Background: an optimization exercise with open tools, aiming at small area and a short achievable clock period. Do not read the settings as production practice.
No functional check of the RTL was part of any run shown here.
Power and IR drop assume default switching activity.

===== flow/flow/run.sh =====
#!/bin/bash
# Own layout flow: the standard flow, except that the synthesised netlist
# comes from the same synthesis script with a different ABC mapping script
# (flow/area.abc) and without the adder-cell mapping.  Registers (names and
# cell types) are those of the standard synthesis; this is checked below.
set -euo pipefail
W=$PWD
F=$W/flow
R=$W/orfs/results/$FLOW_PLATFORM/t2c_maze_explorer/base

bash standard.sh synth > $W/log_std_synth.txt 2>&1
cp $R/1_2_yosys.v $W/std_1_2_yosys.v

# 2. own synthesis in a separate ORFS work folder
MY_ABC_SCRIPT=$F/area.abc make -C $FLOW_HOME DESIGN_CONFIG=$W/config.mk WORK_HOME=$W/own \
  CLKGATE_MAP_FILE= SYNTH_SCRIPT=$F/mysynth.tcl synth > $W/log_own_synth.txt 2>&1
OWN=$W/own/results/$FLOW_PLATFORM/t2c_maze_explorer/base/1_2_yosys.v

regs() { grep -E '^ *sky130_fd_sc_hd__(df|ed|sd)[a-z]*_[0-9]+ ' "$1" | awk '{print $1, $2}' | sed 's/_[0-9]* / /' | sort; }
regs $R/1_2_yosys.v > $W/regs_std.txt
regs $OWN > $W/regs_own.txt
if cmp -s $W/regs_std.txt $W/regs_own.txt; then
  cp $OWN $R/1_2_yosys.v
  echo "own synthesis used" > $W/log_synth_choice.txt
else
  echo "register mismatch; keeping the standard synthesis" > $W/log_synth_choice.txt
fi

# 3. the rest of the standard flow on that netlist
bash standard.sh > $W/log_flow.txt 2>&1

===== flow/flow/area.abc =====
strash; dch -f; amap; topo

===== flow/flow/mysynth.tcl =====
proc synth {args} { yosys synth -nofsm -noshare {*}$args }
set ::env(ADDER_MAP_FILE) ""
proc abc {args} {
  set i [lsearch -exact $args -script]
  if {$i >= 0} {
    if {[info exists ::env(MY_ABC_SCRIPT)] && $::env(MY_ABC_SCRIPT) ne ""} {
      set args [lreplace $args $i [expr {$i+1}] -script $::env(MY_ABC_SCRIPT)]
    } else {
      set args [lreplace $args $i [expr {$i+1}]]
    }
  }
  if {[info exists ::env(MY_ABC_NOD)]} {
    set j [lsearch -exact $args -D]
    if {$j >= 0} { set args [lreplace $args $j [expr {$j+1}]] }
  }
  puts "my abc: $args"
  yosys abc {*}$args
}
source $::env(SCRIPTS_DIR)/synth.tcl
# left out here: clear keep_hierarchy, flatten, clean up, hide names made inside functions, write 1_2_yosys.v

===== flow/standard.sh =====
#!/bin/bash
# synth_recipe.tcl (not shown) runs the flow's synth.tcl, then flattens the netlist and writes it again
# the make line also repeats each setting of config.mk as NAME=value (left out here)
make -C /OpenROAD-flow-scripts/flow DESIGN_CONFIG=/design/flow/config.mk WORK_HOME=/design/flow/orfs CLKGATE_MAP_FILE= SYNTH_SCRIPT=/design/flow/synth_recipe.tcl "${@:-finish}"

===== flow/config.mk =====
export PLATFORM = sky130hd
export DESIGN_NAME = t2c_maze_explorer
export DESIGN_NICKNAME = t2c_maze_explorer
export VERILOG_FILES = /design/flow/design.v
export SDC_FILE = /design/flow/constraint.sdc
export NUM_CORES = 4
export LEC_CHECK = 0
export CAP_MARGIN = 20
export CORE_MARGIN = 2
export CORE_UTILIZATION = 40
export SETUP_SLACK_MARGIN = 5
export SLEW_MARGIN = 20

===== flow/constraint.sdc =====
create_clock -name core_clock -period 9.0 [get_ports {clk}]
set_input_delay 1.8000 -clock core_clock [delete_from_list [all_inputs] [get_ports {clk}]]
set_output_delay 1.8000 -clock core_clock [all_outputs]
set_load 0.01 [all_outputs]

===== flow/design.v =====
module t2c_maze_explorer (
    input clk,
    input rst_n,
    input left,
    mid,
    right,   
    output reg [2:0] move
);
  reg [1:0] st;         
  reg [3:0] x_pos, y_pos;
  reg [1:0] dirn;       
  reg flag2;
  reg cm;               
  reg bm;               
  reg pm;               
  reg mL, mF, mR;       
  wire [80:0] mark;     
  wire idle = ~st[1] & ~st[0];
  wire decide = st[1] & ~st[0];
  wire [15:0] xa, ya;   
  genvar gi, gj;
  generate
    for (gi = 0; gi < 16; gi = gi + 1) begin : g_dec
      assign xa[gi] = (x_pos == gi);
      assign ya[gi] = (y_pos == gi);
    end
  endgenerate
  wire [8:0] xh = xa[8:0], yh = ya[8:0];
  wire [8:0] col_y;     
  wire [8:0] row_x;     
  generate
    for (gi = 0; gi < 9; gi = gi + 1) begin : g_pl
      wire [8:0] a, b;
      for (gj = 0; gj < 9; gj = gj + 1) begin : g_t
        assign a[gj] = mark[gi*9+gj] & yh[gj];
        assign b[gj] = mark[gj*9+gi] & xh[gj];
      end
      assign col_y[gi] = |a;
      assign row_x[gi] = |b;
    end
  endgenerate
  wire x_out = |xa[15:9];
  wire y_out = |ya[15:9];
  wire mE = y_out | (|(col_y[8:1] & xa[7:0])) | (|xa[14:8]) | (xa[15] & col_y[0]);
  wire mW = y_out | (|(col_y[8:0] & xa[9:1])) | xa[0] | (|xa[15:10]);
  wire mS = x_out | (|(row_x[8:1] & ya[7:0])) | (|ya[14:8]) | (ya[15] & row_x[0]);
  wire mN = x_out | (|(row_x[8:0] & ya[9:1])) | ya[0] | (|ya[15:10]);
  always @(posedge clk) begin
    case (dirn)
      2'd0: {mL, mF, mR} <= {mW, mN, mE};
      2'd1: {mL, mF, mR} <= {mN, mE, mS};
      2'd2: {mL, mF, mR} <= {mE, mS, mW};
      default: {mL, mF, mR} <= {mS, mW, mN};
    endcase
  end
  wire fL = ~left & ~mL;
  wire fF = ~mid & ~mF;
  wire fR = ~right & ~mR;
  wire nof = ~fL & ~fF & ~fR;
  wire block = (fL ^ fF ^ fR) & ~(fL & fF & fR);
  wire ways1 = ~(left ^ mid ^ right) & (left | mid | right);   
  wire at40 = xa[4] & ya[0];
  wire uf = at40 & ~flag2 & ways1;    
  wire sL = ~uf & fL;
  wire sF = ~uf & ~fL & fF;
  wire sR = ~uf & ~fL & ~fF & fR;
  wire sU = uf | (nof & ~at40);
  wire go = sL | sF | sR | sU;
  wire we = (pm & block) | (nof & ~at40);
  wire [1:0] turn = {sU | sL, sR | sL};
  wire [1:0] nd = {dirn[1] ^ turn[1] ^ (dirn[0] & turn[0]), dirn[0] ^ turn[0]};
  wire [3:0] xp = {x_pos[3] ^ (&x_pos[2:0]), x_pos[2] ^ (&x_pos[1:0]), x_pos[1] ^ x_pos[0], ~x_pos[0]};
  wire [3:0] xm = {x_pos[3] ^ ~(|x_pos[2:0]), x_pos[2] ^ ~(|x_pos[1:0]), x_pos[1] ^ ~x_pos[0], ~x_pos[0]};
  wire [3:0] yp = {y_pos[3] ^ (&y_pos[2:0]), y_pos[2] ^ (&y_pos[1:0]), y_pos[1] ^ y_pos[0], ~y_pos[0]};
  wire [3:0] ym = {y_pos[3] ^ ~(|y_pos[2:0]), y_pos[2] ^ ~(|y_pos[1:0]), y_pos[1] ^ ~y_pos[0], ~y_pos[0]};
  always @(posedge clk or negedge rst_n) begin
    if (!rst_n) begin
      st <= 2'b00;
      move <= 3'd0;
      dirn <= 2'd0;
      x_pos <= 4'd4;
      y_pos <= 4'd8;
      flag2 <= 1'b0;
      cm <= 1'b1;
      bm <= 1'b1;
      pm <= 1'b1;
    end else begin
      st <= {st[1] | st[0], ~st[0]};
      if (decide) begin
        pm <= cm | we;
        if (at40) flag2 <= 1'b1;
        if (go) begin
          move <= {sU, sL | sR, sF | sR};
          dirn <= nd;
          bm <= cm | we;
          cm <= sU & bm;
          case (nd)
            2'd0: y_pos <= ym;
            2'd1: x_pos <= xp;
            2'd2: y_pos <= yp;
            default: x_pos <= xm;
          endcase
        end
      end
    end
  end
  wire [8:0] wr = xh & {9{decide & we}};
  generate
    for (gi = 0; gi < 9; gi = gi + 1) begin : g_wi
      for (gj = 0; gj < 9; gj = gj + 1) begin : g_wj
        if (gi == 4 && gj == 8) begin : g_start
          assign mark[gi*9+gj] = 1'b1;
        end else begin : g_cell
          reg m_n;   
          always @(posedge clk) m_n <= (m_n | idle) & ~(wr[gi] & yh[gj]);
          assign mark[gi*9+gj] = ~m_n;
        end
      end
    end
  endgenerate
endmodule

==> flow_summary.rst, run 1 <==
.. list-table::
   :header-rows: 1

   * - Metric
     - Value
   * - Result of the run
     - complete, no violations
   * - Crit path max-delay cell type
     - sky130_fd_sc_hd__nor4_1
   * - Number of hold-repair buffers added at the cts stage
     - 0
   * - Routed via count divided by cell count
     - 6.361
   * - Worst slew slack as a fraction of its limit
     - 41.23%
   * - Worst-case hold slack
     - 456.0 ps
   * - Kind of cell with the highest combined delay on the critical path
     - simple AND/OR/NAND/NOR gates
   * - Total setup violations reported at the end of the flow
     - 0
   * - Vias in the first global route
     - 3,930
   * - Clock period minus worst slack
     - 3856 ps
   * - Summed instance area of the synthesized netlist
     - 0.004551 mm2
   * - Total I/O pin count
     - 8
   * - Type of the tightest min-delay check
     - reg -> reg
   * - Deepest clock path buffer count
     - 2
   * - Number of buffers added on ports
     - 7
   * - Area overhead of the layout relative to synthesis
     - 18.15%
   * - Buf/Inv on CP
     - 2
   * - Vias
     - 4,389
   * - Full die area
     - 0.01225 mm2
   * - Number of instances in the synthesized netlist
     - 511
   * - Commonest non-fill, non-tap cell in the layout
     - sky130_fd_sc_hd__o22a_1
   * - Diode count
     - 0
   * - Average routed wire per standard cell
     - 20.16 um
   * - Worst Setup Slack post-DPL
     - 3991 ps
   * - Clock tree from TritonCTS
     - done
   * - Unrepaired setup endpoints after global routing
     - true
   * - Clock root buffer
     - sky130_fd_sc_hd__clkbuf_16
   * - Actual transition at the worst max-transition pin
     - 881.5 ps
   * - Syn. warnings
     - 1
   * - Global-route usage over all layers
     - 22.48%
   * - Clock latency reported for the late side of the worst-skew pair
     - 360 ps
   * - Syn Area/Cell
     - 8.905 um2
   * - First-pass iteration count of the detailed router
     - 5
   * - Series of cell instances along the critical path
     - clkinv_1, nand4_1, buf_4, o22a_1, o221ai_1, nor4_1, o22ai_1, nor4_1, o21ai_0, nor4_2, o22ai_1, a31oi_1, o21ai_0
   * - Initial antenna violation count
     - 0
   * - Final max-slew violation count
     - 0
   * - Core Util, Final
     - 48.95%
   * - Crit path largest cell delay
     - 610 ps
   * - Final setup margin
     - 5144 ps
   * - Worst-case vdd ir drop
     - 165.7 uV
   * - First-pass GRT wire length
     - 21,670 um
   * - CP required
     - 9220 ps
   * - Power density over cell area
     - 354.5 mW/mm2
   * - Iter 0 DRT Violations
     - 400
   * - Final weighted congestion of routability-driven global placement
     - 0.9091
   * - Crit start category
     - flip-flop
   * - Overall die height
     - 110.7 um
   * - Maximum clock frequency
     - 0.2593 GHz
   * - HPWL reported at the end of detailed placement
     - 9387 um
   * - MaxCap Viol Count
     - 0
   * - DRT antenna net count
     - 0
   * - Period Utilization, post-route
     - 42.85%
   * - Clock Sink Count
     - 102
   * - Pin count of the biggest net entering global routing
     - 82
   * - Global route total overflow
     - 0
   * - CTS Buf Count
     - 9
   * - Initial Utilization
     - 41.43%
   * - Most frequent cells in the layout
     - sky130_fd_sc_hd__o22a_1, sky130_fd_sc_hd__dfxtp_1, sky130_fd_sc_hd__nor2_1
   * - Final hold viol count
     - 0
   * - Clock transition time at the flip-flop clock pins of the worst setup and hold paths
     - 70 ps
   * - Sort of element at the end of the critical path
     - flip-flop
   * - Critical path arrival
     - 4080 ps
   * - LEAKAGE
     - 1.722 nW
   * - Largest fanout of any net on the critical path
     - 20
   * - DRC
     - 0
   * - Final TNS setup
     - 0 ps
   * - Final Skew
     - 10.75 ps
   * - Site Rows
     - 38
   * - Synth Net Count
     - 516
   * - Category of the critical setup timing path
     - reg -> reg
   * - Area of the core
     - 0.01098 mm2
   * - Proportion of layout cells with a drive suffix above 1
     - 13.09%
   * - Depth of the CTS H-tree
     - 3
   * - Total wirelength of the detailed-routed design
     - 13,910 um
   * - Floorplan die width
     - 110.7 um
   * - Final-stage net count
     - 550
-- power by group --
group          total [mW]  internal (mW)  switching, mW
Combinational       0.747          0.304          0.443
Clock               0.378          0.206          0.171
Sequential          0.781          0.625          0.156
Total                1.91           1.13          0.771
-- repair_timing --
item                                    CTS  global route
resized for setup                        23            21
endpoints found under the setup margin   87            75
setup buffers                             5             5
pin swaps                                 1             5
-- through the flow --
| step | instances | power (mW) | cell area [um2] |
|---|---|---|---|
| detailed placement | 664 | 1.450 | 4915 |
| global placement | 664 | 1.435 | 4915 |
| global route | 690 | 2.015 | 5376 |
| finish | 690 | 1.906 | 5376 |
| CTS | 685 | 1.859 | 5281 |
| floorplan | 511 | 1.229 | 4617 |
-- layout make-up --
type	instances	area (um2)
clock buffer	13	261.5
clock inverter	3	25.02
fill	1020	5607
inverter	38	171.4
multi-input combinational	371	2415
sequential	102	2143
tap	140	175.2
timing repair buffer	23	185.2
-- routing by layer --
layer | wire (um) | part of all wire [%] | GRT usage (%) | vias to the layer above
li1 | - | - | - | 2078
met1 | 6262 | 45 | 30.50 | 2122
met2 | 6274 | 45 | 34.15 | 153
met3 | 851 | 6.1 | 5.413 | 36
met4 | 522 | 3.8 | 9.750 | 0
met5 | 0 | 0 | 0 | -
-- sequential cells by signal (all words and copies together), names as in the netlist --
name and count:
bm 1, cm 1, dirn 2, flag2 1, g_wi.g_wj.g_cell.m_n 80, mF 1
mL 1, mR 1, move 3, pm 1, st 2, x_pos 4
y_pos 4
-- worst reg2reg max path, stage by stage (launching register included) --
cell                       delay (ps)
sky130_fd_sc_hd__dfstp_2          580
sky130_fd_sc_hd__clkinv_1         330
sky130_fd_sc_hd__nand4_1          180
sky130_fd_sc_hd__buf_4            300
sky130_fd_sc_hd__o22a_1           170
sky130_fd_sc_hd__o221ai_1         110
sky130_fd_sc_hd__nor4_1           610
sky130_fd_sc_hd__o22ai_1          160
sky130_fd_sc_hd__nor4_1           280
sky130_fd_sc_hd__o21ai_0          170
sky130_fd_sc_hd__nor4_2           430
sky130_fd_sc_hd__o22ai_1          140
sky130_fd_sc_hd__a31oi_1          150
sky130_fd_sc_hd__o21ai_0          110
-- path summary, 6_finish.rpt --
check | endpoint | cells after the start | start | slack, ps
setup / recovery | mR | 13 | y_pos[3] | 5140
hold / removal | bm | 2 | bm | 460
setup reg to reg | mR | 13 | y_pos[3] | 5140
hold reg to reg | bm | 2 | bm | 460
max in group asynchronous | move[1] | 1 | rst_n | 6560
min in group asynchronous | move[2] | 1 | rst_n | 1920
==> inputs of run 2 (changes only) <==
--- a/flow/flow/run.sh
+++ b/flow/flow/run.sh
@@ -29,2 +29,3 @@
 # 3. the rest of the standard flow on that netlist
+export SETUP_SLACK_MARGIN=6.5
 bash standard.sh > $W/log_flow.txt 2>&1
--- a/flow/config.mk
+++ b/flow/config.mk
@@ -10,3 +10,2 @@
 export CORE_UTILIZATION = 40
-export SETUP_SLACK_MARGIN = 5
 export SLEW_MARGIN = 20
==> run 2 against run 1 <==
Power up 31%. Synthesized area unchanged. Worst hold slack better by 4.5 ps. Die area unchanged. Core utilization up 14 points. Critical path type is now in -> reg. Still clean. Highest routed layer unchanged. Clock power up 9.5%. Combinational power up 74%. Routed wire length up 37%.
==> flow_summary.rst, run 2 <==
.. list-table::
   :header-rows: 1

   * - Metric
     - Value
   * - Result of the run
     - complete, no violations
   * - Clock root buffer
     - sky130_fd_sc_hd__clkbuf_16
   * - Number of hold-repair buffers added at the cts stage
     - 0 (unchanged)
   * - Actual transition at the worst max-transition pin
     - 930.2 ps (+48.65 ps)
   * - Worst slew slack as a fraction of its limit
     - 37.99% (-3.2 points)
   * - Unrepaired setup endpoints after global routing
     - true
   * - Site Rows
     - 38 (unchanged)
   * - Internal power component
     - 1.436 mW (+27%)
   * - Number of buffers added on ports
     - 7 (unchanged)
   * - Share of power burned in the clock network
     - 16.6% (-3.2 points)
   * - Part of the power in registers
     - 31.4% (-9.6 points)
   * - Number of fill cells in the layout
     - 865 (-15%)
   * - Critical path arrival
     - 4110 ps (+30 ps)
   * - Average routed wire per standard cell
     - 24.13 um (+20%)
   * - Registers with the highest flip-flop counts
     - g_wi.g_wj.g_cell.m_n: 80 flops, x_pos: 4 flops, y_pos: 4 flops
   * - CTS Buf Count
     - 9 (unchanged)
   * - Period Utilization, post-route
     - 43.00% (+0.15 points)
   * - Vias in the first global route
     - 4,905 (+25%)
   * - Category of the critical setup timing path
     - in -> reg
   * - Switching share of power
     - 42.42% (+2.0 points)
   * - Deepest clock path buffer count
     - 2 (unchanged)
   * - Clock transition time at the flip-flop clock pins of the worst setup and hold paths
     - 70 ps (about the same)
   * - Iter 0 DRT Violations
     - 515 (+29%)
   * - Most frequent cells in the layout
     - sky130_fd_sc_hd__o22a_1, sky130_fd_sc_hd__dfxtp_1, sky130_fd_sc_hd__buf_4
   * - Clock tree from TritonCTS
     - done
   * - DRT antenna net count
     - 0 (unchanged)
   * - Crit path largest cell delay
     - 230 ps (-380 ps)
   * - Number of standard cells in the layout, taps in and fillers out
     - 789 (+14%)
   * - HPWL reported at the end of detailed placement
     - 9598 um (+2.2%)
   * - Type of the tightest min-delay check
     - reg -> reg
   * - Worst-case vdd ir drop
     - 227.7 uV (+37%)
   * - Clock period minus worst slack
     - 3870 ps (+13.66 ps)
   * - Final weighted congestion of routability-driven global placement
     - 0.8910 (-2.0%)
   * - Clock latency reported for the late side of the worst-skew pair
     - 360 ps (about the same)
   * - Crit start category
     - input pin
   * - Power density over cell area
     - 360.5 mW/mm2 (+1.7%)
   * - Pin count of the biggest net entering global routing
     - 82 (unchanged)
   * - Syn Area/Cell
     - 8.905 um2 (unchanged)
   * - Full die area
     - 0.01225 mm2 (unchanged)
   * - Largest fanout of any net on the critical path
     - 3 (-85%)
   * - Routed via count divided by cell count
     - 6.736 (+5.9%)
   * - Area of the core
     - 0.01098 mm2 (unchanged)
   * - Maximum clock frequency
     - 0.2584 GHz (-0.35%)
   * - Total I/O pin count
     - 8 (unchanged)
   * - Final max-slew violation count
     - 0 (unchanged)
   * - Area overhead of the layout relative to synthesis
     - 52.02%
   * - First-pass iteration count of the detailed router
     - 5 (unchanged)
   * - Initial Utilization
     - 41.43% (unchanged)
   * - DRC
     - 0 (unchanged)
   * - Global route total overflow
     - 0 (unchanged)
   * - Summed instance area of the synthesized netlist
     - 0.004551 mm2 (unchanged)
   * - Proportion of layout cells with a drive suffix above 1
     - 40.83% (+28 points)
   * - Final-stage net count
     - 649 (+18%)
   * - Sort of element at the end of the critical path
     - flip-flop
   * - Total wirelength of the detailed-routed design
     - 19,040 um (+37%)
   * - Crit path max-delay cell type
     - sky130_fd_sc_hd__nor3_2
   * - Vias
     - 5,315 (+21%)
   * - Series of cell instances along the critical path
     - buf_12, inv_8, nand2_4, o21ai_4, xor2_1, o21ai_1, nor3_2, clkinv_2, o21ai_4, nor3_4, a21oi_4, buf_6, nor2_4, a21oi_4, buf_6, nor2_4, buf_6, o22ai_2, nor2_1, a21oi_1, o22ai_1
   * - CP required
     - 9240 ps (+20 ps)
   * - Initial antenna violation count
     - 0 (unchanged)
   * - Number of cells in the design after placement
     - 664 (unchanged)
   * - Final TNS setup
     - 0 ps (unchanged)
   * - Flip-flop count of the largest register, all copies and words added
     - 80 (unchanged)
   * - Total setup violations reported at the end of the flow
     - 0 (unchanged)
   * - Final hold viol count
     - 0 (unchanged)
   * - Power spent charging and discharging nets
     - 1.058 mW (+37%)
   * - Syn. warnings
     - 1 (unchanged)
   * - Clock Sink Count
     - 102 (unchanged)
   * - Diode count
     - 0 (unchanged)
   * - Relative contribution of combinational cells to total power
     - 52.0% (+13 points)
   * - Overall die height
     - 110.7 um (unchanged)
   * - Global-route usage over all layers
     - 28.53% (+6.1 points)
   * - Synth Net Count
     - 516 (unchanged)
   * - Depth of the CTS H-tree
     - 3 (unchanged)
   * - Floorplan die width
     - 110.7 um (unchanged)
   * - Final Skew
     - 6.451 ps (-4.295 ps)
   * - First-pass GRT wire length
     - 27,410 um (+27%)
   * - Top register by number of flip-flops
     - g_wi.g_wj.g_cell.m_n
   * - Commonest non-fill, non-tap cell in the layout
     - sky130_fd_sc_hd__o22a_1
   * - Dominant cell type by count on the critical path
     - sky130_fd_sc_hd__buf_6
   * - LEAKAGE
     - 2.357 nW (+37%)
   * - MaxCap Viol Count
     - 0 (unchanged)
   * - Number of instances in the synthesized netlist
     - 511 (unchanged)
run 2: critical path, delay by kind of cell:
kind | cells | cell delay [ps]
buf+inv | 6 | 690
xor+xnor | 1 | 170
compound gates | 8 | 940
simple gates | 6 | 510
run 2: cell type report:
| cell class | instances | area (um2) | share of cell area (%) |
|---|---|---|---|
| multi-input cells | 381 | 3059 | 44.22 |
| flip-flops and latches | 102 | 2147 | 31.04 |
| repair buffers | 112 | 996.0 | 14.40 |
| clock buffers | 10 | 239.0 | 3.455 |
| inverters | 38 | 225.2 | 3.256 |
| well taps | 140 | 175.2 | 2.532 |
| clock inverters | 6 | 76.32 | 1.103 |
run 2: timing repair:
| action | CTS | global route |
|---|---|---|
| setup buffers | 62 | 34 |
| endpoints found under the setup margin | 117 | 102 |
| pin swaps | 39 | 27 |
| gates cloned | 10 | 3 |
| gates resized for setup | 132 | 59 |
run 2: final timing paths:
path,from,end,slack [ps],depth (start not counted)
max,mid,y_pos[1],5130,21
min,bm,bm,460,2
max reg2reg,x_pos[0],y_pos[1],5340,21
min reg2reg,bm,bm,460,2
max in group asynchronous,rst_n,x_pos[3],6680,1
min in group asynchronous,rst_n,y_pos[1],1690,1
run 2: metal layers:
layer	part of all wire [%]	vias to the layer above	wire length, um	GRT usage (%)
met5	0	-	0	0
met4	5.7	0	1089	13.17
met3	9.3	97	1769	8.147
met2	46	330	8819	45.56
met1	39	2585	7358	35.73
li1	-	2303	-	-
run 2: power by group through the flow:
stage | Sequential [mW] | Clock (mW) | Combinational (mW)
global placement | 0.779 | 0 | 0.712
finish | 0.784 | 0.414 | 1.30
detailed placement | 0.780 | 0 | 0.725
global route | 0.801 | 0.440 | 1.36
CTS | 0.769 | 0.420 | 1.05
floorplan | 0.740 | 0 | 0.537
run 2: per-stage QoR:
step / hold WS (ps) / power [mW] / utilization [%] / cell area, um2 / setup slack (ps)
2_1_floorplan: 434.4 / 1.278 / - / 4772 / 5136
5_1_grt: 492.1 / 2.599 / 62.99 / 6918 / 4953
3_5_place_dp: 450.5 / 1.505 / 46.14 / 5067 / 4088
4_1_cts: 460.3 / 2.236 / 58.13 / 6385 / 5398
6_report: 460.5 / 2.494 / 62.99 / 6918 / 5130
3_3_place_gp: 445.5 / 1.491 / 46.14 / 5067 / 4203

[afterwards: timing with drivers on the ports]
How much do the figures lean on ideal ports? The routed layouts below were timed once more, with nothing changed but the port constraints. Step 1 sets driving cells, clkbuf_16 on the clock port and buf_2 on the other inputs (assumed; they add their load-dependent delay and slew). Step 2 adds t to the input delays and takes it off the output delays; t is the mean of the earliest and latest rising clock arrival at the registers after step 1. Input paths then give back, and output paths get back, about the clock's delay inside the block. Slacks: ideal ports / drivers / drivers and shift; pairs: ideal ports / drivers.
run | t, ns | setup WS [ns] | worst setup path at the end
run 1 | 0.395 | 5.144 / 5.144 / 4.816 | input to register
run 2 | 0.397 | 5.130 / 5.107 / 4.710 | input to register
After both steps every run listed still meets setup and hold. For run 2, which loses most, drivers alone change the setup slack by -0.023 ns; drivers and shift together by -0.420 ns.
